Context: an optimization exercise on an open-source flow, tuned for small area. The choices shown serve that exercise and are no tape-out recipe. In this exercise RTL edits were held to simulation tests only and were not proved equivalent to the original. No activity file was given, so power comes from the tool's default toggle rates.

==> flow/config.mk <==
export PLATFORM = sky130hd
export DESIGN_NAME = DPA
export DESIGN_NICKNAME = DPA
export VERILOG_FILES = /design/flow/design.v
export SDC_FILE = /design/flow/constraint.sdc
export NUM_CORES = 4
export LEC_CHECK = 0
export CAP_MARGIN = 20
export CORE_MARGIN = 2
export CORE_UTILIZATION = 40
export SLEW_MARGIN = 20
==> flow/constraint.sdc <==
create_clock -name core_clock -period 10.0 [get_ports {clk}]
set_input_delay 2.0000 -clock core_clock [delete_from_list [all_inputs] [get_ports {clk}]]
set_output_delay 2.0000 -clock core_clock [all_outputs]
set_load 0.01 [all_outputs]
==> flow/design.v <==
module DPA (clk,reset,IM_A, IM_Q,IM_D,IM_WEN,CR_A,CR_Q);
input clk;
input reset;
output [19:0] IM_A;
input [23:0] IM_Q;
output [23:0] IM_D;
output IM_WEN;
output [8:0] CR_A;
input [12:0] CR_Q;
wire clk_200ms,clk_odd,clk_even,clk_19;
reg [19:0]IM_A;
reg [23:0]IM_D;
reg IM_WEN;
wire [19:0]IM_A_pic,IM_A_CR;
wire [23:0]init_time;
wire [19:0]FB_addr;
wire [2:0]pic_size;
wire [23:0]IM_D_CR,IM_D_256,IM_D_Scaling;
wire IM_WEN_PIC,IM_WEN_CR;
wire CR_Done,Pixel_Done;
wire [1:0]control_cs;
wire [1:0]control_ns;
wire [2:0]i_mode_start;
wire process_mode;
reg transition_mode,transition_mode_ns;
Control_v3 Control_v3(
    .clk(clk),
    .reset(reset),
    .PIC_Write_Done(Pixel_Done),
    .clk_200ms(clk_200ms),
    .clk_even(clk_even),
    .PIC_size(pic_size),
    .Control_CS(control_cs),
    .i_mode_start(i_mode_start)
);
fdiv fdiv(
    .clk(clk),  
    .reset_p(reset),
    .clk_odd_sec(clk_odd),
    .clk_even_sec(clk_even),
    .clk_even_02sec(clk_200ms),
    .clk_19(clk_19) 
    );
IM_A_module IM_A_module(
	.clk(clk),
	.Reset(reset),
	.Clk_Even02(clk_200ms),
	.Clk_Even(clk_even),
	.Clk_19(clk_19),
	.Transition_Mode(transition_mode),
	.IM_Q(IM_Q),	
	.IM_WEN(IM_WEN_PIC),
	.IM_A(IM_A_pic),
	.Init_Time(init_time),
	.FB_Addr(FB_addr),
	.pic_size(pic_size),
	.Pixel_Done(Pixel_Done)
);
assign IM_D_256=IM_Q;
Clock CR(
	.clk(clk),
	.reset(reset),
	.Pixel_Done(Pixel_Done),
	.clk_odd(clk_odd),
	.clk_even(clk_even),
	.Init_time(init_time),
	.FB_Addr(FB_addr),
	.CR_Q(CR_Q),
	.CR_A(CR_A),
	.IM_A(IM_A_CR),
	.IM_WEN(IM_WEN_CR),
	.IM_D(IM_D_CR)
);
assign process_mode=(i_mode_start[0])?1'b0:
                    (i_mode_start[2])?1'b1:1'b0;
always @(posedge clk or posedge reset) begin
    if(reset)begin
        transition_mode<=1'b0;
    end
    else begin
        transition_mode<=transition_mode_ns;
    end
end
always @(*) begin
    if(clk_200ms)begin
            transition_mode_ns=1'b1;
        end
    else if(clk_even) begin
            transition_mode_ns=1'b0;
        end
    else begin
            transition_mode_ns=transition_mode;
        end
end
scaling scaling(
    .pixel_in(IM_Q),
    .clk(clk), 
    .trantion_mode(transition_mode),  
    .process_mode(process_mode),   
    .enable(|i_mode_start),         
    .pixel_out(IM_D_Scaling),
    .clk_200ms(clk_200ms)
);
always @(*) begin
    case (control_cs)
        2'd1:IM_WEN=IM_WEN_PIC;
        2'd2:IM_WEN=IM_WEN_CR; 
        default: IM_WEN=1'd1;
    endcase
end
always @(*) begin
    case (control_cs)
        2'd1:IM_A=IM_A_pic;
        2'd2:IM_A=IM_A_CR; 
        default: IM_A=20'd0;
    endcase    
end
always @(*) begin
    case (control_cs)
        2'd1:IM_D=(pic_size==3'd2)?IM_D_256:IM_D_Scaling;
        2'd2:IM_D=IM_D_CR;
        default: IM_D=24'd0;
    endcase
end
endmodule
module Control_v3(
    clk,
    reset,
    PIC_Write_Done,
    clk_200ms,
    clk_even,
    PIC_size,
    Control_CS,
    i_mode_start
);
input clk;
input reset;
input PIC_Write_Done;
input clk_200ms;
input clk_even;
input [2:0]PIC_size;
output [2-1:0]Control_CS;
output [2:0]i_mode_start;
localparam INITIAL = 2'd0;
localparam PIC_DRAW = 2'd1;
localparam CR_DRAW = 2'd2;
reg [2-1:0]Control_CS,Control_NS;
reg [2:0]i_mode_start;
always @(posedge clk or posedge reset) begin
    if(reset)begin
        Control_CS<=INITIAL;
    end
    else begin
        Control_CS<=Control_NS;
    end
end
always @(*) begin
    case(Control_CS)
    INITIAL:begin
        Control_NS=PIC_DRAW;
    end
    PIC_DRAW:begin
        Control_NS=(PIC_Write_Done)?CR_DRAW:Control_CS;
    end
    CR_DRAW:begin
        Control_NS=(clk_even|clk_200ms)?PIC_DRAW:Control_CS;
    end
    default:begin
        Control_NS=INITIAL;
    end
    endcase
end
always @(posedge clk or posedge reset) begin
    if(reset)begin
        i_mode_start<=3'd0;
    end
    else begin
        if(Control_CS==PIC_DRAW && |PIC_size==1)begin
            i_mode_start<=PIC_size;
        end
        else begin
            i_mode_start<=3'd0;
        end
    end
end
endmodule
module IM_A_module(
	clk,
	Reset,
	Clk_Even02,
	Clk_Even,
	Clk_19,
	Transition_Mode,
	IM_Q,	
	IM_WEN,
	IM_A,
	Init_Time,
	FB_Addr,
	pic_size,
	Pixel_Done
);
parameter DATASIZE = 24;
parameter ADDRSIZE = 20;
parameter STATE = 5;
parameter COORDINATE = 10;
input clk;
input Reset;
input [DATASIZE - 1 : 0] IM_Q;
input Clk_Even02;
input Clk_Even;
input Clk_19;
input Transition_Mode;
output [ADDRSIZE - 1 : 0] IM_A;
output [DATASIZE - 1 : 0] Init_Time;
output [ADDRSIZE - 1 : 0] FB_Addr;
output [2:0] pic_size;
output IM_WEN;
output Pixel_Done;
wire [DATASIZE - 1 : 0] _Init_Time;
wire [ADDRSIZE - 1 : 0] _FB_Addr;
wire [2:0] _Photo_Num;
wire [2:0] _pic_size;
wire [ADDRSIZE - 1 : 0] _pic_addr;
wire [1:0] _Photo_Num_Cnt;
reg [ADDRSIZE - 1 : 0] FB_Addr;
reg [DATASIZE - 1 : 0] Init_Time;
reg [2:0] Photo_Num;
reg [2:0] pic_size;
reg [ADDRSIZE - 1 : 0] pic_addr;
reg [1:0] Photo_Num_Cnt;
reg IM_WEN;
reg [ADDRSIZE - 1 : 0] IM_A, _IM_A;
reg [STATE - 1 : 0] cs, ns;
reg Read_En;
reg [ADDRSIZE - 1 : 0] IM_A_Base;
wire [COORDINATE - 1 : 0] pixel_PosX, pixel_PosY;
wire Pixel_Done;					 
reg Loop_Rst;
reg _Loop_Rst;
reg [ADDRSIZE - 1 : 0] pixel_IM_A;
reg [2:0] loopi_add;
reg [2:0] loopj_add;
reg [COORDINATE - 1 : 0] pixel_UB;
reg [1:0] LBj;
reg [1:0] _LBj;
reg [9:0] UBi;
reg [9:0] UBj;
reg Write_En;
reg _Write_En;
reg Write_Set;
reg [1:0] Write_LBj;
reg [1:0] _Write_LBj;
reg [2:0] Readi_add;
wire [ADDRSIZE - 1 : 0] Write_IM_A;
wire [ADDRSIZE - 1 : 0] Read_Base;
wire [COORDINATE - 1 : 0] write_PosX, write_PosY;
assign Pixel_Done = (pic_size == 3'b001)? ((Loop_Rst == 1'd1 && cs == 5'd15)? 1'd1 : 1'd0) :
					(pic_size == 3'b010)? ((Loop_Rst == 1'd1 && cs == 5'd14)? 1'd1 : 1'd0) : 
					(pic_size == 3'b100)? ((Loop_Rst == 1'd1 && cs == 5'd14)? 1'd1 : 1'd0) : 
					1'd0;										  
assign _Photo_Num = (cs == 5'd2)? IM_Q : Photo_Num;
assign _Init_Time = (cs == 5'd4)? IM_Q : Init_Time;
assign _FB_Addr = (cs == 5'd5 && Loop_Rst == 1'd0)? IM_Q : FB_Addr;
assign _pic_size = (cs == 5'd6)? IM_Q[9:7] : ((Clk_19 == 1'd1)? 3'd0 : pic_size);
assign _pic_addr = (cs == 5'd7 && Transition_Mode == 1'd0)? IM_Q : pic_addr;
assign _Photo_Num_Cnt = (cs == 5'd3)? Photo_Num - 3'd1 : 
						((cs == 5'd6)? ((Photo_Num_Cnt == 2'd0)? Photo_Num - 3'd1 : Photo_Num_Cnt - 2'd1) : 
						Photo_Num_Cnt);
always @(posedge clk or posedge Reset)
	if(Reset == 1'd1) begin
		IM_A      <= 20'd2;
		cs        <= 5'd0;
		Init_Time <= 24'd0;
		FB_Addr   <= 20'd0;
		Photo_Num <= 3'd0;
		pic_addr  <= 20'd0;
		pic_size  <= 3'd0;
		Photo_Num_Cnt <= 2'd0;
		LBj       <= 2'd0;
		Loop_Rst  <= 1'd0;
		Write_LBj <= 2'd1;
	end
	else begin
		IM_A      <= _IM_A;
		cs        <= ns;
		Init_Time <= _Init_Time;
		FB_Addr   <= _FB_Addr;
		Photo_Num <= _Photo_Num;
		pic_addr  <= _pic_addr;
		pic_size  <= _pic_size;
		Photo_Num_Cnt <= _Photo_Num_Cnt;
		LBj       <= _LBj;
		Loop_Rst  <= _Loop_Rst;
		Write_LBj <= _Write_LBj;		
	end	
always @(*)
	case(cs)
		5'd0   : ns = 5'd1;
		5'd1    : ns =   5'd2;
		5'd2   : ns =   5'd3;
		5'd3     : ns =   5'd4;
		5'd4   : ns =   5'd5;
		5'd5    : ns =   5'd6;
		5'd6    : ns =   5'd7;
		5'd7   : ns =   5'd8;
		5'd8   : ns =   5'd9;
		5'd9  : ns =   (pic_size == 3'b010)? 5'd14 : 5'd10;
		5'd10  : ns =   5'd11;
		5'd11  : ns =   5'd12;
		5'd12  : ns =   5'd13;
		5'd13  : ns =   5'd14;
		5'd14 : ns =   (Pixel_Done == 1'd1)? 5'd16 : ((pic_size == 3'b001)?  5'd15 : 5'd9);
		5'd15 : ns =   (Pixel_Done == 1'd1)? 5'd16 : 5'd9;
		5'd16   : ns =   (Clk_Even == 1'd1)? 5'd5 : ((Clk_Even02 == 1'd1)? 5'd7 : 5'd16);
		default :ns = 5'd1;
	endcase
always @(*)
	case(cs)
		5'd1    : IM_WEN = 1'd1;
		5'd8   : IM_WEN = 1'd1;
		5'd9  : IM_WEN = 1'd1;
		5'd10  : IM_WEN = 1'd1;
		5'd11  : IM_WEN = 1'd1;
		5'd12  : IM_WEN = 1'd1;
		5'd13  : IM_WEN = 1'd1;
		5'd14 : IM_WEN = 1'd0;  
		5'd15 : IM_WEN = 1'd0;  
		default     : IM_WEN = 1'd1;
	endcase
always @(*)
	case(cs)
		5'd0	: _IM_A = IM_A;
		5'd1    : _IM_A = 20'd2;
		5'd2   : _IM_A = IM_A - 20'd2;
		5'd3   : _IM_A = IM_A + 20'd1;
		5'd4   	: _IM_A = ((Photo_Num - Photo_Num_Cnt) << 1) + 20'd2;
		5'd5    : _IM_A = IM_A - 20'd1;
		5'd6    : _IM_A = 20'd0;
		5'd8   : _IM_A = pixel_IM_A;
		5'd9  : _IM_A = (pic_size == 3'b010)? Write_IM_A : pixel_IM_A;
		5'd10  : _IM_A = pixel_IM_A;
		5'd11  : _IM_A = pixel_IM_A;
		5'd12  : _IM_A = pixel_IM_A;
		5'd13  : _IM_A = (pic_size == 3'b100 || pic_size == 3'b001)? Write_IM_A : pixel_IM_A; 
		5'd14 : _IM_A = (pic_size == 3'b001)? ((Transition_Mode == 1'd0)? Write_IM_A + 20'd255 : Write_IM_A + 20'd257) : pixel_IM_A;			 
		5'd15 : _IM_A = pixel_IM_A;
		5'd16 	: _IM_A = (Clk_Even == 1'd1)? ((Photo_Num - Photo_Num_Cnt) << 1) + 20'd2 : 20'd0;
		default     : _IM_A = IM_A;
	endcase
always @(*)
	case(pic_size)
		3'b001 : IM_A_Base = {6'b000000, pixel_PosY[6:0], pixel_PosX[6:0]};
		3'b010 : IM_A_Base = {4'b0000, pixel_PosY[7:0], pixel_PosX[7:0]};
		3'b100 : IM_A_Base = {2'b00, pixel_PosY[8:0], pixel_PosX[8:0]};
		default : IM_A_Base = 20'd0;
	endcase
always @(*)
	case(cs)
		5'd8   : pixel_IM_A = IM_A_Base + pic_addr;
		5'd9  : pixel_IM_A = (pic_size == 3'b001)? (pixel_PosY == 10'd127)?
														 IM_A_Base + pic_addr :
														 IM_A_Base + pic_addr + 20'd128 :
								   (pic_size == 3'b010)? IM_A_Base + pic_addr :
								   (pic_size == 3'b100)? IM_A_Base + pic_addr + 20'd1 :
								   20'd0;	
		5'd10  : pixel_IM_A = (pic_size == 3'b001)? (pixel_PosX == 10'd127)?
														 IM_A_Base + pic_addr:
														 IM_A_Base + pic_addr + 20'd1:
								   (pic_size == 3'b100)? IM_A_Base + pic_addr + 20'd512 : 
								   20'd0;
		5'd11  : pixel_IM_A = (pic_size == 3'b001)? (pixel_PosY == 10'd127)?
														 IM_A_Base + pic_addr + 20'd1 :
														 (pixel_PosX == 10'd127)?
														 IM_A_Base + pic_addr + 20'd128 :
														 IM_A_Base + pic_addr + 20'd129 : 
								   (pic_size == 3'b100)? IM_A_Base + pic_addr + 20'd513 : 
								   20'd0;	
		5'd14 : pixel_IM_A = (pic_size != 3'b001)? IM_A_Base + pic_addr : 20'd0;
		5'd15 : pixel_IM_A = IM_A_Base + pic_addr;		
		default     : pixel_IM_A = 20'd0;
	endcase
always @(*)
	case(pic_size)
		3'b001 : Read_En = (cs == 5'd14)? 1'd1 : 1'd0;
		3'b010 : Read_En = (cs == 5'd9)? 1'd1 : 1'd0;
		3'b100 : Read_En = (cs == 5'd13)? 1'd1 : 1'd0;
		default  : Read_En = 1'd0;
	endcase
always @(*)
	case(cs)
		5'd7   : _Loop_Rst = 1'd1;    
		5'd9  : _Loop_Rst = (pic_size == 3'b010)? (((pixel_PosX == 10'd254 && pixel_PosY == 10'd255) || (pixel_PosX == 10'd255 && pixel_PosY == 10'd255))? 1'd1 : 1'd0) : 1'd0;		
		5'd13  : _Loop_Rst = (pic_size == 3'b100)? (((pixel_PosX == 10'd510 && pixel_PosY == 10'd510) || (pixel_PosX == 10'd508 && pixel_PosY == 10'd510))? 1'd1 : 1'd0) : 1'd0;							 				 
		5'd14 : _Loop_Rst = (pic_size == 3'b001)? ((pixel_PosX == 10'd127 && pixel_PosY == 10'd127)? 1'd1 : 1'd0) : 1'd0;		
		5'd16   : _Loop_Rst = 1'd1;
		default     : _Loop_Rst = 1'd0;
	endcase
always @(*)
	case(pic_size)
		3'b001 : loopi_add = 3'd1;
		3'b010 : loopi_add = 3'd1;
		3'b100 : loopi_add = 3'd2;
		default : loopi_add = 3'd2;
	endcase
always @(*)
	case(pic_size)
		3'b001 : loopj_add = 3'd1;
		3'b010 : loopj_add = 3'd2;
		3'b100 : loopj_add = 3'd4;
		default : loopj_add = 3'd1;
	endcase		
always @(*)
	case(cs)
		5'd7   : _LBj = (Transition_Mode == 1'd0)? 
							 (pic_size == 3'b001)? 2'd0 : 
							 (pic_size == 3'b010)? 2'd1 :
							 (pic_size == 3'b100)? 2'd2 : LBj : 2'd0;						
		5'd14 : _LBj = (pic_size == 3'b010)? ((pixel_PosX[0])? 2'd0 : 2'd1) : LBj;		
		5'd13  : _LBj = (pic_size == 3'b100)? ((pixel_PosX[0] ^ pixel_PosX[1])? 2'd0 : 2'd2) : 2'd0;		
		5'd16   : _LBj = (pic_size == 3'b100)? ((Clk_Even02)? 2'd0 : LBj) : LBj;
		default     :  _LBj = LBj;
	endcase
always @(*)
	case(pic_size)
		3'b001 : UBi = 10'd127;
		3'b010 : UBi = 10'd255;
		3'b100 : UBi = 10'd510;
		default : UBi = 10'd0;
	endcase
always @(*)
	case(pic_size)
		3'b001 : UBj = 10'd127;
		3'b010 : UBj = 10'd254;
		3'b100 : UBj = 10'd508;
		default : UBj = 10'd0;
	endcase
Loop_ij Pixel(
	.clk(clk),
	.rst(Reset),
	.Reset(_Loop_Rst),
	.En(Read_En),
	.Loopi_Add(loopi_add),
	.Loopj_Add(loopj_add),
	.LBi(1'd0),
	.LBj(_LBj),
	.UBi(UBi),
	.UBj(UBj),
	.i(pixel_PosY),
	.j(pixel_PosX)
);
assign Read_Base = {4'b0000, write_PosY[7:0], write_PosX[7:0]};
assign Write_IM_A = Read_Base + FB_Addr;
always @(*)
	case(pic_size)
		3'b001 : Write_En = (cs == 5'd14)? 1'd1 : 1'd0;
		3'b010 : Write_En = (cs == 5'd14)? 1'd1 : 1'd0;
		3'b100 : Write_En = (cs == 5'd14)? 1'd1 : 1'd0;
		default  : Write_En = 1'd0;
	endcase
always @(*)
	case(cs)
		5'd7   : Write_Set = 1'd1;    
		5'd9  : Write_Set = (pic_size == 3'b010)? (((pixel_PosX == 10'd254 && pixel_PosY == 10'd255) || (pixel_PosX == 10'd255 && pixel_PosY == 10'd255))? 1'd1 : 1'd0) : 1'd0;		
		5'd13  : Write_Set = (pic_size == 3'b100)? (((pixel_PosX == 10'd510 && pixel_PosY == 10'd510) || (pixel_PosX == 10'd508 && pixel_PosY == 10'd510))? 1'd1 : 1'd0) : 1'd0;							 				 
		5'd14 : Write_Set = (pic_size == 3'b001)? ((pixel_PosX == 10'd127 && pixel_PosY == 10'd127)? 1'd1 : 1'd0) : 1'd0;		
		5'd16   : Write_Set = 1'd1;
		default     : Write_Set = 1'd0;
	endcase
always @(*)
	case(pic_size)
		3'b001 : Readi_add = 3'd2;
		default : Readi_add = 3'd1;
	endcase	
always @(*)
	case(cs)		
		5'd14 : _Write_LBj = (write_PosX[0])? 2'd0 : 2'd1;
		5'd13  : _Write_LBj = (pic_size == 3'b001)? ((Transition_Mode == 1'd0)? 2'd1 : 2'd0) : ((pic_size == 3'b100)? ((write_PosX[0])? 2'd0 : 2'd1) : Write_LBj); 
		default     :  _Write_LBj = Write_LBj;
	endcase
Loop_ij Write(
	.clk(clk),
	.rst(Reset), 
	.Reset(Write_Set),
	.En(Write_En),
	.Loopi_Add(Readi_add),
	.Loopj_Add(3'd2),
	.LBi(1'd0),
	.LBj(Write_LBj),
	.UBi(10'd255),
	.UBj(10'd254),
	.i(write_PosY),
	.j(write_PosX)
);
endmodule
module Loop_ij(
	clk, 
	rst,
	Reset,
	En,
	Loopi_Add,
	Loopj_Add,
	LBi, 
	LBj, 
	UBi, 
	UBj,
	i, 
	j 
);
input clk; 
input rst;
input Reset;
input En;
input LBi;
input [1:0] LBj;
input [9:0] UBi;
input [9:0] UBj;
input [2:0] Loopi_Add;
input [2:0] Loopj_Add;
output reg [9:0] i, j;
wire [9:0] ni, nj;
always@(posedge clk or posedge rst )
	begin
		if(rst)begin
			i <= 'd0;
			j <= 'd0;
		end
		else begin
			i <= ni;
			j <= nj;
		end
	end
assign ni = (Reset)?{9'b000000000, LBi}:(En == 1'd0)? i : ((i >= UBi)? i : (j >= UBj)? i + {7'b0000000, Loopi_Add} : i);
assign nj = (Reset)?{8'b00000000, LBj}:(En == 1'd0)? j : ((j >= UBj)? ((i >= UBi)? j : {8'b00000000, LBj}) : j + {7'b0000000, Loopj_Add});
endmodule
module Clock(
	clk,
	reset,
	Pixel_Done,
	clk_odd,
	clk_even,
	Init_time,
	FB_Addr,
	CR_Q,
	CR_A,
	IM_A,
	IM_WEN,
	IM_D
);
parameter DATASIZE = 24;
parameter ADDRSIZE = 20;
parameter CR_ADDRSIZE = 9;
parameter CR_DATASIZE = 13;
parameter TIMESIZE = 8;
parameter BCDSIZE = 4;
parameter STATE = 3;
parameter COUNT = 6;
input clk;
input reset;
input [CR_DATASIZE - 1:0] CR_Q;
input Pixel_Done;
input clk_odd;
input clk_even;
input [DATASIZE - 1 : 0] Init_time;
input [ADDRSIZE - 1 : 0] FB_Addr;
output [ADDRSIZE - 1:0] IM_A;
output IM_WEN;
output [CR_ADDRSIZE - 1:0] CR_A;
output [DATASIZE - 1:0] IM_D;
reg Complete;
reg [ADDRSIZE - 1:0] IM_A;
reg IM_WEN;
reg [CR_ADDRSIZE - 1:0] CR_A, nx_CR_A;
reg [DATASIZE - 1:0] IM_D, nx_CR_Q_Out;
reg [COUNT - 1:0] CR_Q_count, nx_IM_D;									
reg [TIMESIZE - 1:0] hours, nx_hours;				  
reg [TIMESIZE - 1:0] minutes, nx_minutes;			
reg [TIMESIZE - 1:0] seconds, nx_seconds;													
reg [COUNT - 1:0] count_num, nx_count_num;       	
reg [COUNT - 1:0] count_data, nx_count_data;    		
reg [STATE - 1:0] cs, ns;
reg [BCDSIZE - 1:0] write_num;							
reg [CR_ADDRSIZE - 1:0] Init_CR_A;	
reg [ADDRSIZE - 1:0] _IM_A;
wire [BCDSIZE - 1:0] BCD_Sec[0:1], BCD_Min[0:1], BCD_Hor[0:1]; 	  	
wire nx_Complete;
wire start;
wire CR_Done;
reg Loop_En;
wire [4:0] Row;
wire [4:0] Column;
wire [4:0] Number; 
wire [6:0] Shift;
wire [ADDRSIZE - 1 : 0] FB_Base;
wire [ADDRSIZE - 1 : 0] FB_Base_test;
wire enj;
wire eni;
always @(posedge clk or posedge reset)
	if(reset == 1'd1) begin
		CR_A <= 8'b0;
		cs <= 3'd0;
		IM_D <= 24'b0;
		hours <= 8'b0;
		minutes <= 8'b0;
		seconds <= 8'b0;
		IM_A <= 20'd0;
	end
	else begin 
		CR_A <= nx_CR_A;
		cs <= ns;
		IM_D <= nx_CR_Q_Out;
		hours <= nx_hours;
		minutes <= nx_minutes;
		seconds <= nx_seconds;
		IM_A <= _IM_A;
	end
assign CR_Done = (Number == 5'd7 && Column == 5'd23 && Row == 5'd13)? 1'd1 : 1'd0;
assign start = Pixel_Done | clk_odd;
always @(*)												
	case(cs)				
		3'd0 : ns = (start)? 3'd2 : cs;			 
		3'd1 : ns = (start)? 3'd2 : cs;		 
		3'd2 : ns = 3'd3;
		3'd3 : ns = 3'd4;
		3'd4 : ns = 3'd5;
		3'd5 : ns = (CR_Done == 1'd1)? 3'd1 : 	
						((Row == 5'd13)?  
						3'd3 : 
						cs);								
		default ns = cs;
	endcase
assign Shift = {Number,3'd0}+{Number,2'd0}+Number;   
assign FB_Base = 20'd59544 + {7'b0, Column, 3'b0, Row} + Shift;
always @(*)
	case(Row)
		5'd13 : _IM_A = IM_A;
		default : _IM_A = FB_Base + FB_Addr;
	endcase
always @(*)
	case(cs)
		3'd5 : IM_WEN = 1'd0;
		default : IM_WEN = 1'd1;
	endcase
always @(*)									
	case(cs)
		3'd2 : nx_CR_A = Init_CR_A;
		3'd3 : nx_CR_A = (Row == 5'd0 && Column == 5'd0)? Init_CR_A : CR_A + 9'd1; 
		default nx_CR_A = CR_A;
	endcase
always @(*)
	case(cs)
		3'd4 : nx_CR_Q_Out = (CR_Q[5'd12 - Row] == 1'd1)?  24'hffffff : 24'h000000; 
		3'd5 : nx_CR_Q_Out = (CR_Q[5'd12 - Row] == 1'd1)? 24'hffffff : 24'h000000; 
		default nx_CR_Q_Out = IM_D;
	endcase
always @(*)
	case(cs)
		3'd3 : Loop_En = 1'd0;
		3'd0 : Loop_En = 1'd0;
		3'd1 : Loop_En = 1'd0;
		3'd2 : Loop_En = 1'd0;
		default : Loop_En = 1'd1;
	endcase
Loop_1 loopRow(
	.clk(clk),
	.rst(reset),
	.UB(5'd13),
	.LB(5'd0),
	.en(Loop_En),
	.en_n(enj),
	.loop_out(Row)
);
Loop_1 loopCol(
	.clk(clk),
	.rst(reset),
	.UB(5'd23),
	.LB(5'd0),
	.en(enj),
	.en_n(eni),
	.loop_out(Column)
);
Loop_1 loopNum(
	.clk(clk),
	.rst(reset),
	.UB(5'd7),
	.LB(5'd0),
	.en(eni),
	.en_n(),
	.loop_out(Number)
);
always @(*)								
	case(Number)
		5'd0 : write_num = BCD_Hor[1];
		5'd1 : write_num = BCD_Hor[0];
		5'd2 : write_num = 4'd10;		 
		5'd3 : write_num = BCD_Min[1];
		5'd4 : write_num = BCD_Min[0];
		5'd5 : write_num = 4'd10;		 
		5'd6 : write_num = BCD_Sec[1];
		5'd7 : write_num = BCD_Sec[0];
		default write_num = 4'd0;
	endcase
always @(*)
	case(write_num)						
		4'd0 : Init_CR_A = 13'd0;
		4'd1 : Init_CR_A = 13'd24;
		4'd2 : Init_CR_A = 13'd48;
		4'd3 : Init_CR_A = 13'd72;
		4'd4 : Init_CR_A = 13'd96;
		4'd5 : Init_CR_A = 13'd120;
		4'd6 : Init_CR_A = 13'd144;
		4'd7 : Init_CR_A = 13'd168;
		4'd8 : Init_CR_A = 13'd192;
		4'd9 : Init_CR_A = 13'd216;
		4'd10 : Init_CR_A = 13'd240;
		default Init_CR_A = 13'd0;
	endcase	
always @(*)
	case(cs)
		3'd0 : nx_hours = Init_time[23:16];
		3'd1 : nx_hours = (clk_even || clk_odd)? ((seconds == 8'd59)? 
								((minutes == 8'd59)? 
								((hours == 8'd23)? 8'd0 
								: hours + 8'd1) : 
								hours) : hours) : 
								hours;
		default nx_hours = hours;
	endcase
always @(*)
	case(cs)
		3'd0 : nx_minutes = Init_time[15:8];
		3'd1 : nx_minutes = (clk_even || clk_odd)? ((seconds == 8'd59)? 
									((minutes == 8'd59)? 8'd0 : 
									minutes + 8'd1) : 
									minutes) : 
									minutes;
		default nx_minutes = minutes;
	endcase
always @(*)
	case(cs)
		3'd0 : nx_seconds = Init_time[7:0];
		3'd1 : nx_seconds = (clk_even || clk_odd)? ((seconds == 8'd59)? 
									8'd0 : 
									seconds + 8'd1) : 
									seconds;
		default nx_seconds = seconds;
	endcase
BtoBCD_6bit BCD1(
    .raw_num(seconds),
    .bcd_ten(BCD_Sec[1]),
    .bcd_one(BCD_Sec[0])
);
BtoBCD_6bit BCD2(
    .raw_num(minutes),
    .bcd_ten(BCD_Min[1]),
    .bcd_one(BCD_Min[0])
);
BtoBCD_6bit_hour BCD3(
    .raw_num(hours),
    .bcd_ten(BCD_Hor[1]),
    .bcd_one(BCD_Hor[0])
);
endmodule
module BtoBCD_6bit (
    input [7:0] raw_num,
    output [3:0] bcd_ten,
    output [3:0] bcd_one
);
    assign bcd_ten = (raw_num < 8'd10) ? 4'd0 :
                     (raw_num < 8'd20) ? 4'd1 :
                     (raw_num < 8'd30) ? 4'd2 :
                     (raw_num < 8'd40) ? 4'd3 :
                     (raw_num < 8'd50) ? 4'd4 :
                     (raw_num < 8'd60) ? 4'd5 : 4'd0;
    assign  bcd_one = raw_num - bcd_ten * 10 ;
endmodule
module BtoBCD_6bit_hour (
    input [7:0] raw_num,
    output [3:0] bcd_ten,
    output [3:0] bcd_one
);
    assign bcd_ten = (raw_num < 8'd10) ? 4'd0 :
                     (raw_num < 8'd20) ? 4'd1 :
                     (raw_num < 8'd30) ? 4'd2 : 4'd0;
    assign  bcd_one = raw_num - bcd_ten * 10 ;
endmodule
module Loop_1(
	clk,
	rst,
	UB,
	LB,
	en,
	en_n,
	loop_out
);
input clk, rst, en;
input [4:0] UB, LB;
output reg [4:0] loop_out;
output en_n;
reg [4:0] _loop_out;
wire cmpUB;
always @(posedge clk or posedge rst)
	if(rst)
		loop_out <= 5'd0;
	else
		loop_out <= _loop_out; 
always @(*)
	if(en_n)
		_loop_out <= LB;
	else if(en)
		_loop_out <= loop_out + 5'd1;
	else	
		_loop_out <= loop_out;
assign cmpUB = (loop_out >= UB)? 1'b1 : 1'b0;
assign en_n = cmpUB & en;
endmodule
module scaling 
(
    input [23:0] pixel_in,
    input clk, 
    input trantion_mode,  
    input process_mode,   
    input enable,
    input clk_200ms,
    output reg [23:0] pixel_out
);
    localparam INIT = 4'd0;
    localparam RECEIVE_A = 4'd1;
    localparam RECEIVE_B = 4'd2;
    localparam RECEIVE_C = 4'd3;
    localparam RECEIVE_D = 4'd4;
    localparam WB1 = 4'd5;
    localparam WB2 = 4'd6;
    localparam NOP = 4'd7;
    localparam BEFORE02SEC = 1'b0;
    localparam AFTER02SEC = 1'b1;
    localparam EXPAND = 1'b0;
    localparam COMPRESS = 1'b1;
    reg [3:0] scaling_cs, scaling_ns;
    reg  [8:0] next_pixel_sum_r, next_pixel_sum_g, next_pixel_sum_b;
    reg  [9:0] next_pixel_sum_r1, next_pixel_sum_g1, next_pixel_sum_b1;
    reg  [8:0] pixel_sum_r, pixel_sum_g, pixel_sum_b;
    reg  [9:0] pixel_sum_r1, pixel_sum_g1, pixel_sum_b1;
    reg  [9:0] pixel_addition_r, pixel_addition_g, pixel_addition_b;
    wire [9:0] pixel_addition_sum_r, pixel_addition_sum_g, pixel_addition_sum_b;
    always @(posedge clk ) begin
        if (enable == 0) begin 
            scaling_cs <= NOP;
        end
        else if(clk_200ms)begin
            scaling_cs <= WB1;
        end
        else begin 
            scaling_cs <= scaling_ns;
        end
    end
    always @(*) begin
        case (scaling_cs)
            NOP:begin
                scaling_ns = INIT;
            end
            INIT : begin 
                scaling_ns = RECEIVE_A ;
            end
            RECEIVE_A: begin 
                scaling_ns = RECEIVE_B ;
            end
            RECEIVE_B: begin 
                scaling_ns = RECEIVE_C ;
            end
            RECEIVE_C : begin 
                scaling_ns = RECEIVE_D ; 
            end
            RECEIVE_D :begin 
                scaling_ns = (process_mode == COMPRESS)?  WB2 : WB1 ;
            end
            WB1 :begin  
                scaling_ns =  WB2 ; 
            end
            WB2 : begin 
                scaling_ns = INIT ;  
            end
            default : begin 
                scaling_ns = INIT;
            end
        endcase 
    end
    always @(posedge clk) begin
        case (scaling_cs)
            INIT, NOP : begin 
                pixel_sum_r <= 9'd0;
                pixel_sum_g <= 9'd0;
                pixel_sum_b <= 9'd0;
                pixel_sum_r1 <= 10'd0;
                pixel_sum_g1 <= 10'd0;
                pixel_sum_b1 <= 10'd0;
            end
            RECEIVE_A, RECEIVE_B, RECEIVE_C, RECEIVE_D : begin  
                pixel_sum_r <= next_pixel_sum_r;
                pixel_sum_g <= next_pixel_sum_g;
                pixel_sum_b <= next_pixel_sum_b;
                pixel_sum_r1 <= next_pixel_sum_r1;
                pixel_sum_g1 <= next_pixel_sum_g1;
                pixel_sum_b1 <= next_pixel_sum_b1;
            end 
        endcase
    end
    assign pixel_addition_sum_r = pixel_addition_r + pixel_in[23:16];
    assign pixel_addition_sum_g = pixel_addition_g + pixel_in[15:8];
    assign pixel_addition_sum_b = pixel_addition_b + pixel_in[7:0];
    always @(*) begin 
        case (scaling_cs)
            RECEIVE_B : begin  
                pixel_addition_r = pixel_sum_r1;
                pixel_addition_g = pixel_sum_g1;
                pixel_addition_b = pixel_sum_b1;
            end
            RECEIVE_C : begin  
                if (process_mode == EXPAND && trantion_mode == BEFORE02SEC) begin 
                    pixel_addition_r = {1'b0,pixel_sum_r};
                    pixel_addition_g = {1'b0,pixel_sum_g};
                    pixel_addition_b = {1'b0,pixel_sum_b};
                end else begin 
                    pixel_addition_r = pixel_sum_r1;
                    pixel_addition_g = pixel_sum_g1;
                    pixel_addition_b = pixel_sum_b1;
                end
            end
            RECEIVE_D : begin 
                    pixel_addition_r = pixel_sum_r1;
                    pixel_addition_g = pixel_sum_g1;
                    pixel_addition_b = pixel_sum_b1;
            end 
            default : begin 
                pixel_addition_r = 10'd0;
                pixel_addition_g = 10'd0;
                pixel_addition_b = 10'd0;
            end
        endcase
    end
    always @(*) begin
        case(scaling_cs)
            RECEIVE_A : begin    
                    next_pixel_sum_r = pixel_in[23:16];
                    next_pixel_sum_g = pixel_in[15:8]; 
                    next_pixel_sum_b = pixel_in[7:0];
                    next_pixel_sum_r1 = pixel_in[23:16];
                    next_pixel_sum_g1 = pixel_in[15:8];
                    next_pixel_sum_b1 = pixel_in[7:0];
            end
            RECEIVE_B : begin
                        next_pixel_sum_r = pixel_sum_r;
                        next_pixel_sum_g = pixel_sum_g; 
                        next_pixel_sum_b = pixel_sum_b;
                        next_pixel_sum_r1 = pixel_addition_sum_r;
                        next_pixel_sum_g1 = pixel_addition_sum_g;
                        next_pixel_sum_b1 = pixel_addition_sum_b;
            end
            RECEIVE_C : begin
                    if (trantion_mode == BEFORE02SEC && process_mode == EXPAND)begin 
                        next_pixel_sum_r = pixel_addition_sum_r [8:0];
                        next_pixel_sum_g = pixel_addition_sum_g [8:0];
                        next_pixel_sum_b = pixel_addition_sum_b [8:0];
                        next_pixel_sum_r1 = pixel_sum_r1;
                        next_pixel_sum_g1 = pixel_sum_g1;
                        next_pixel_sum_b1 = pixel_sum_b1;
                    end else begin 
                        next_pixel_sum_r = pixel_sum_r;
                        next_pixel_sum_g = pixel_sum_g; 
                        next_pixel_sum_b = pixel_sum_b;
                        next_pixel_sum_r1 =  pixel_addition_sum_r;
                        next_pixel_sum_g1 =  pixel_addition_sum_g;
                        next_pixel_sum_b1 =  pixel_addition_sum_b;
                    end
            end
            RECEIVE_D : begin                    
                    if (trantion_mode == BEFORE02SEC && process_mode == EXPAND)begin 
                        next_pixel_sum_r = pixel_sum_r;
                        next_pixel_sum_g = pixel_sum_g; 
                        next_pixel_sum_b = pixel_sum_b;
                        next_pixel_sum_r1 = pixel_sum_r1;
                        next_pixel_sum_g1 = pixel_sum_g1;
                        next_pixel_sum_b1 = pixel_sum_b1;
                    end else begin 
                        next_pixel_sum_r = pixel_sum_r;
                        next_pixel_sum_g = pixel_sum_g; 
                        next_pixel_sum_b = pixel_sum_b;
                        next_pixel_sum_r1 =  pixel_addition_sum_r;
                        next_pixel_sum_g1 =  pixel_addition_sum_g;
                        next_pixel_sum_b1 =  pixel_addition_sum_b;
                    end
            end
            default : begin 
                next_pixel_sum_r1 = 10'd0;
                next_pixel_sum_g1 = 10'd0;
                next_pixel_sum_b1 = 10'd0;
                next_pixel_sum_r = 9'd0;
                next_pixel_sum_g = 9'd0;
                next_pixel_sum_b = 9'd0;
            end 
        endcase
    end
always @ (*) begin 
    case (scaling_cs) 
        WB1 : begin
            if(trantion_mode == BEFORE02SEC) begin  
                pixel_out = {pixel_sum_r[8:1], pixel_sum_g[8:1], pixel_sum_b[8:1]};  
            end else begin 
                pixel_out = {pixel_sum_r[7:0], pixel_sum_g[7:0], pixel_sum_b[7:0]};  
            end
        end
        WB2 : begin 
            if (trantion_mode == BEFORE02SEC && process_mode == EXPAND) begin 
                pixel_out = {pixel_sum_r1[8:1], pixel_sum_g1[8:1], pixel_sum_b1[8:1]};  
            end else begin 
                pixel_out = {pixel_sum_r1[9:2], pixel_sum_g1[9:2], pixel_sum_b1[9:2]};  
            end
        end
        default: begin 
            pixel_out = 24'd0;
        end
    endcase
end
endmodule
module fdiv (
    input clk,  
    input reset_p,
    output reg clk_odd_sec,
    output reg clk_even_sec,
    output reg clk_even_02sec,
    output reg clk_19
     );
    reg [21:0] cs; 
    wire [21:0] ns;
    always @(posedge clk or posedge reset_p ) begin
        if(reset_p == 1) begin
            cs <= 22'd0;
        end
        else begin
            cs <= ns ;
        end
    end
    assign ns = (cs >= 22'd2_200_000) ? 200_001 : cs + 1; 
    always @(posedge clk) begin
        case (cs)
            22'd 200_000 : begin  
                clk_odd_sec <= 1'b0;
                clk_even_sec <= 1'b0;
                clk_even_02sec <= 1'b1;
                clk_19 <= 1'b0;
            end
            22'd 1_000_000 :begin  
                clk_odd_sec <= 1'b1;
                clk_even_sec <= 1'b0;
                clk_even_02sec <= 1'b0;
                clk_19 <= 1'b0;
            end 
            22'd 1_999_999 : begin  
                clk_odd_sec <= 1'b0;
                clk_even_sec <= 1'b1;
                clk_even_02sec <= 1'b0;
                clk_19 <= 1'b0;
            end
            22'd 1_900_000 : begin  
                clk_odd_sec <= 1'b0;
                clk_even_sec <= 1'b0;
                clk_even_02sec <= 1'b0;
                clk_19 <= 1'b1;
            end
            22'd 2_200_000 : begin  
                clk_odd_sec <= 1'b0;
                clk_even_sec <= 1'b0;
                clk_even_02sec <= 1'b1;
                clk_19 <= 1'b0;
            end
            default : begin 
                clk_odd_sec <= 1'b0;
                clk_even_sec <= 1'b0;
                clk_even_02sec <= 1'b0;
                clk_19 <= 1'b0;
            end
        endcase    
    end
endmodule
==> flow/run.sh <==
#!/bin/bash
# synth_recipe.tcl (not shown) runs the flow's synth.tcl, then flattens the netlist and writes it again
# the make line also repeats each setting of config.mk as NAME=value (left out here)
make -C /OpenROAD-flow-scripts/flow DESIGN_CONFIG=/design/flow/config.mk WORK_HOME=/design/flow/orfs CLKGATE_MAP_FILE= SYNTH_SCRIPT=/design/flow/synth_recipe.tcl finish
==> run notes <==
-- layout by cell type (no fill, tap or decap), types with 75 or more instances in the layout --
master / Yosys / final
a22o_1: 75 / 75
clkdlybuf4s50_1: 0 / 92
ha_1: 196 / 195
nor2_1: 234 / 231
nand2_1: 245 / 245
nand3_1: 97 / 97
xnor2_1: 97 / 97
dfrtp_1: 239 / 238
o21ai_0: 231 / 231
a21oi_1: 228 / 227
inv_1: 111 / 110
-- sequential cells by signal (all words and copies together), names as in the netlist, 10 cells and up --
signal,cells
IM_A_module.Init_Time,24
IM_A_module.Write.i,10
IM_A_module.FB_Addr,20
scaling.pixel_sum_g1,10
scaling.pixel_sum_b1,10
IM_A_module.Pixel.j,10
fdiv.cs,22
IM_A_module.IM_A,20
IM_A_module.Pixel.i,10
IM_A_module.Write.j,10
IM_A_module.pic_addr,20
CR.IM_A,20
scaling.pixel_sum_r1,10
-- metal layers --
metal	global-route usage, %	vias up	routed length (um)
met4	9.27	2	3080
met5	0	-	13
met1	35.3	12000	38800
met2	40.0	999	39700
met3	3.53	163	6350
li1	-	11400	-
-- critical path, cell delays in order (launching register included) --
cell and delay [ps]:
dfrtp_1 420, nor2b_1 240, nor2b_1 160, buf_4 220, clkinv_1 150, buf_4 280
nand2_1 330, nand2_1 170, nand2_1 110, fa_1 490, a211oi_4 330, o21ai_2 140
a2111oi_4 510, nor2_1 140, xor2_2 580, ha_1 670, nand3_1 360, a2111oi_2 430
a21oi_1 110, a211oi_1 280, nand3_1 130
-- worst max path at each step --
stage                                end  slack (ps)
CTS                 IM_A_module.IM_A[15]        3460
global placement    IM_A_module.IM_A[15]        3670
floorplan                     CR.CR_A[0]        1390
detailed placement  IM_A_module.IM_A[15]        3500
finish              IM_A_module.IM_A[15]        3610
global route        IM_A_module.IM_A[15]        3180
-- layout make-up --
type,instances,area [um2]
clock inverter,12,125
multi-input combinational,2479,17500
timing repair buffer,128,1210
tap,864,1080
clock buffer,57,1120
inverter,114,435
sequential,305,7890
fill,6298,36200
-- through the flow --
stage	utilization [%]	area (um2)	power [mW]	instances
floorplan	-	26300	3.41	3052
global placement	42.8	28000	4.15	3889
detailed placement	42.8	28100	4.21	3890
CTS	44.7	29300	5.62	3959
global route	44.8	29300	5.96	3959
finish	44.8	29300	5.64	3959
-- report_power, final --
part	leakage (nW)	switching (mW)	total [mW]	internal, mW
registers	3.64	0.309	1.88	1.57
clock network	0.610	0.587	1.40	0.811
logic	7.92	1.40	2.36	0.959
-- cells by family after synthesis --
| logic type | count (synthesis) | share of synthesized area [%] |
|---|---|---|
| flops | 305 | 30.0 |
| compound gates | 1006 | 25.6 |
| fa+ha+maj | 220 | 11.1 |
| buf+inv | 268 | 3.90 |
| simple gates | 941 | 17.8 |
| mux | 141 | 5.83 |
| xor+xnor | 171 | 5.75 |
==> summary.md <==
| Metric | Value |
|---|---|
| Synthesized area per cell | 8.63 um2 |
| Setup Crit Path Kind | reg -> reg |
| Max VDD drop | 0.140 mV |
| Most used flip-flop cell after synthesis | dfrtp_1 |
| Number of max-slew violations in the final report | 0 |
| CTS Sinks | 305 |
| Power Density | 192 nW/um2 |
| Reg-to-reg critical path startpoint | IM_A_module.pic_size[2] |
| Launching element type of the critical path | flop |
| Yosys top cell by area | dfrtp_1 |
| Number of warning messages in the yosys log | 8 |
| Final count of negative-setup-slack endpoints | 0 |
| Total Die Area | 67900 um2 |
| Number of buffers created by CTS | 38 |
| Longest Clk Path Bufs | 3 |
| Most common cell in the netlist | nand2_1 |
| Kind of capture point of the worst setup path | flop |
| Leakage Power | 12.2 nW |
| Count of antenna diodes in the layout | 0 |
| Pin count of the biggest net entering global routing | 85 |
| Number of antenna violations at the first check in global routing | 2 |
| Hold crit path type | reg -> reg |
| Time the final worst path needs with I/O delays and setup | 6390 ps |
| Dpl ws | 3500 ps |
| Final routed wirelength across all metal layers | 88.0 mm |
| Async set-reset flop share out of synthesis | 79.0% |
| Worst setup slack after layout | 3610 ps |
| Mapped Nets | 3311 |
| Clock edge transition at the registers on the reported setup and hold paths | 60 ps |
| Capture instance of the worst register-to-register path | IM_A_module.IM_A[15] |
| Period utilisation layout | 63.9% |
| Number of flops mapped to enable cells by yosys | 57 |
| Final hold slack | 478 ps |
| Number of remaining DRC errors | 0 |
| WP data arrival | 6830 ps |
| FF-to-FF path depth | 20 |
| Global-route wire length before repair | 136 mm |
| Maximum operating frequency | 156 MHz |
| Starting utilization of the core area | 40.2% |
| Number of H-tree levels | 2 |
| Max Clock Skew | 19.8 ps |
| Avg Vias per Cell | 6.20 |
| Overall routing resource usage | 25.4% |
| Post-CTS Setup Repair Bufs | 0 |
| Post-synthesis sequential area ratio | 30.0% |
| Setup TNS | 0 ps |
| Post-layout nets | 3325 |
| Clock latency at the later pin of the worst-skew pair | 570 ps |
| Count of input and output buffers | 92 |
| Resized Gates After CTS | 0 |
| Run status | no timing/DRC/antenna violations |
| Clock tree from TritonCTS | built |
| Share of final-layout standard cells stronger than drive strength 1 | 7.63% |
| Library cell used as clock root buffer | clkbuf_16 |
| Synth Instances | 3052 |
| Cell types occupying the most area after synthesis | dfrtp_1 (23%), ha_1 (9.3%), edfxtp_1 (6.5%), o21ai_0 (4.4%), a21oi_1 (4.3%) |
| Cell depth of the worst hold path | 1 |
| Largest fanout on the critical path | 17 |
| Detailed-placement wirelength estimate | 64.5 mm |
| Post-synthesis instance area | 26300 um2 |
| Most frequent cells after synthesis | nand2_1 (245), dfrtp_1 (239), nor2_1 (234) |
| Height of the die | 261 um |
| Layout overhead on the synthesized area | 11.4% |
| Width of the chip | 261 um |
| Drt initial violations | 2321 |
| Final-report hold violation count | 0 |
| Count of nets left with antenna violations after detail routing | 0 |
| Cell row count | 94 |
| RSZ-0062 raised after global routing | no |
| Transition at the pin with the smallest max-transition slack | 1170 ps |
| Overall via count from detail_route | 24600 |
| Post-cts hold buffer count | 0 |
| Last weighted congestion value of the routability-driven placer | 0.948 |
| Startpoint of the worst setup timing path | IM_A_module.pic_size[2] |
| Global-route congestion overflow total | 0 |
| Hold worst-path end | fdiv.cs[0] |
| Floorplan Core Area | 65500 um2 |
| Worst slew margin | 21.8% |
| Vias in the first global route | 23300 |
| Reported max-cap violation count | 0 |
| Internal reg-to-reg setup slack | 3610 ps |
| I/O pin total | 93 |
| Data required time of the worst path | 10430 ps |
| Detailed-router iteration count before antenna repair | 6 |
| HP Start | fdiv.cs[0] |
| FF+latch count, synth | 305 |
| Wirelength per Cell | 22.2 um |
| Share of Yosys cell area claimed by the top area cell type | 22.7% |
| Unique cell type count in the Yosys netlist | 104 |

[afterwards: timing with drivers on the ports]
The results above use ideal ports. As a check the final layout listed here was re-extracted and re-timed, cells and wires unchanged. Step 1 assumes that a clkbuf_16 drives the clock port and a buf_2 every other input. Step 2 also shifts input and output timing later by t, the mid clock arrival at the registers, as if the neighbouring blocks saw the same clock. Three values: ideal ports, drivers, drivers and shift; two values: the first two.
t, ns: 0.631
setup WS [ns]: 3.605 / 3.605 / 3.605
worst setup path after step 2: register to register
worst slew at a driven data input, ns: 0.06
cell pins on the clock port's net: 1
After both steps setup and hold are still met in this run. For this run, drivers alone change the setup slack by 0.000 ns; drivers and shift together by 0.000 ns.
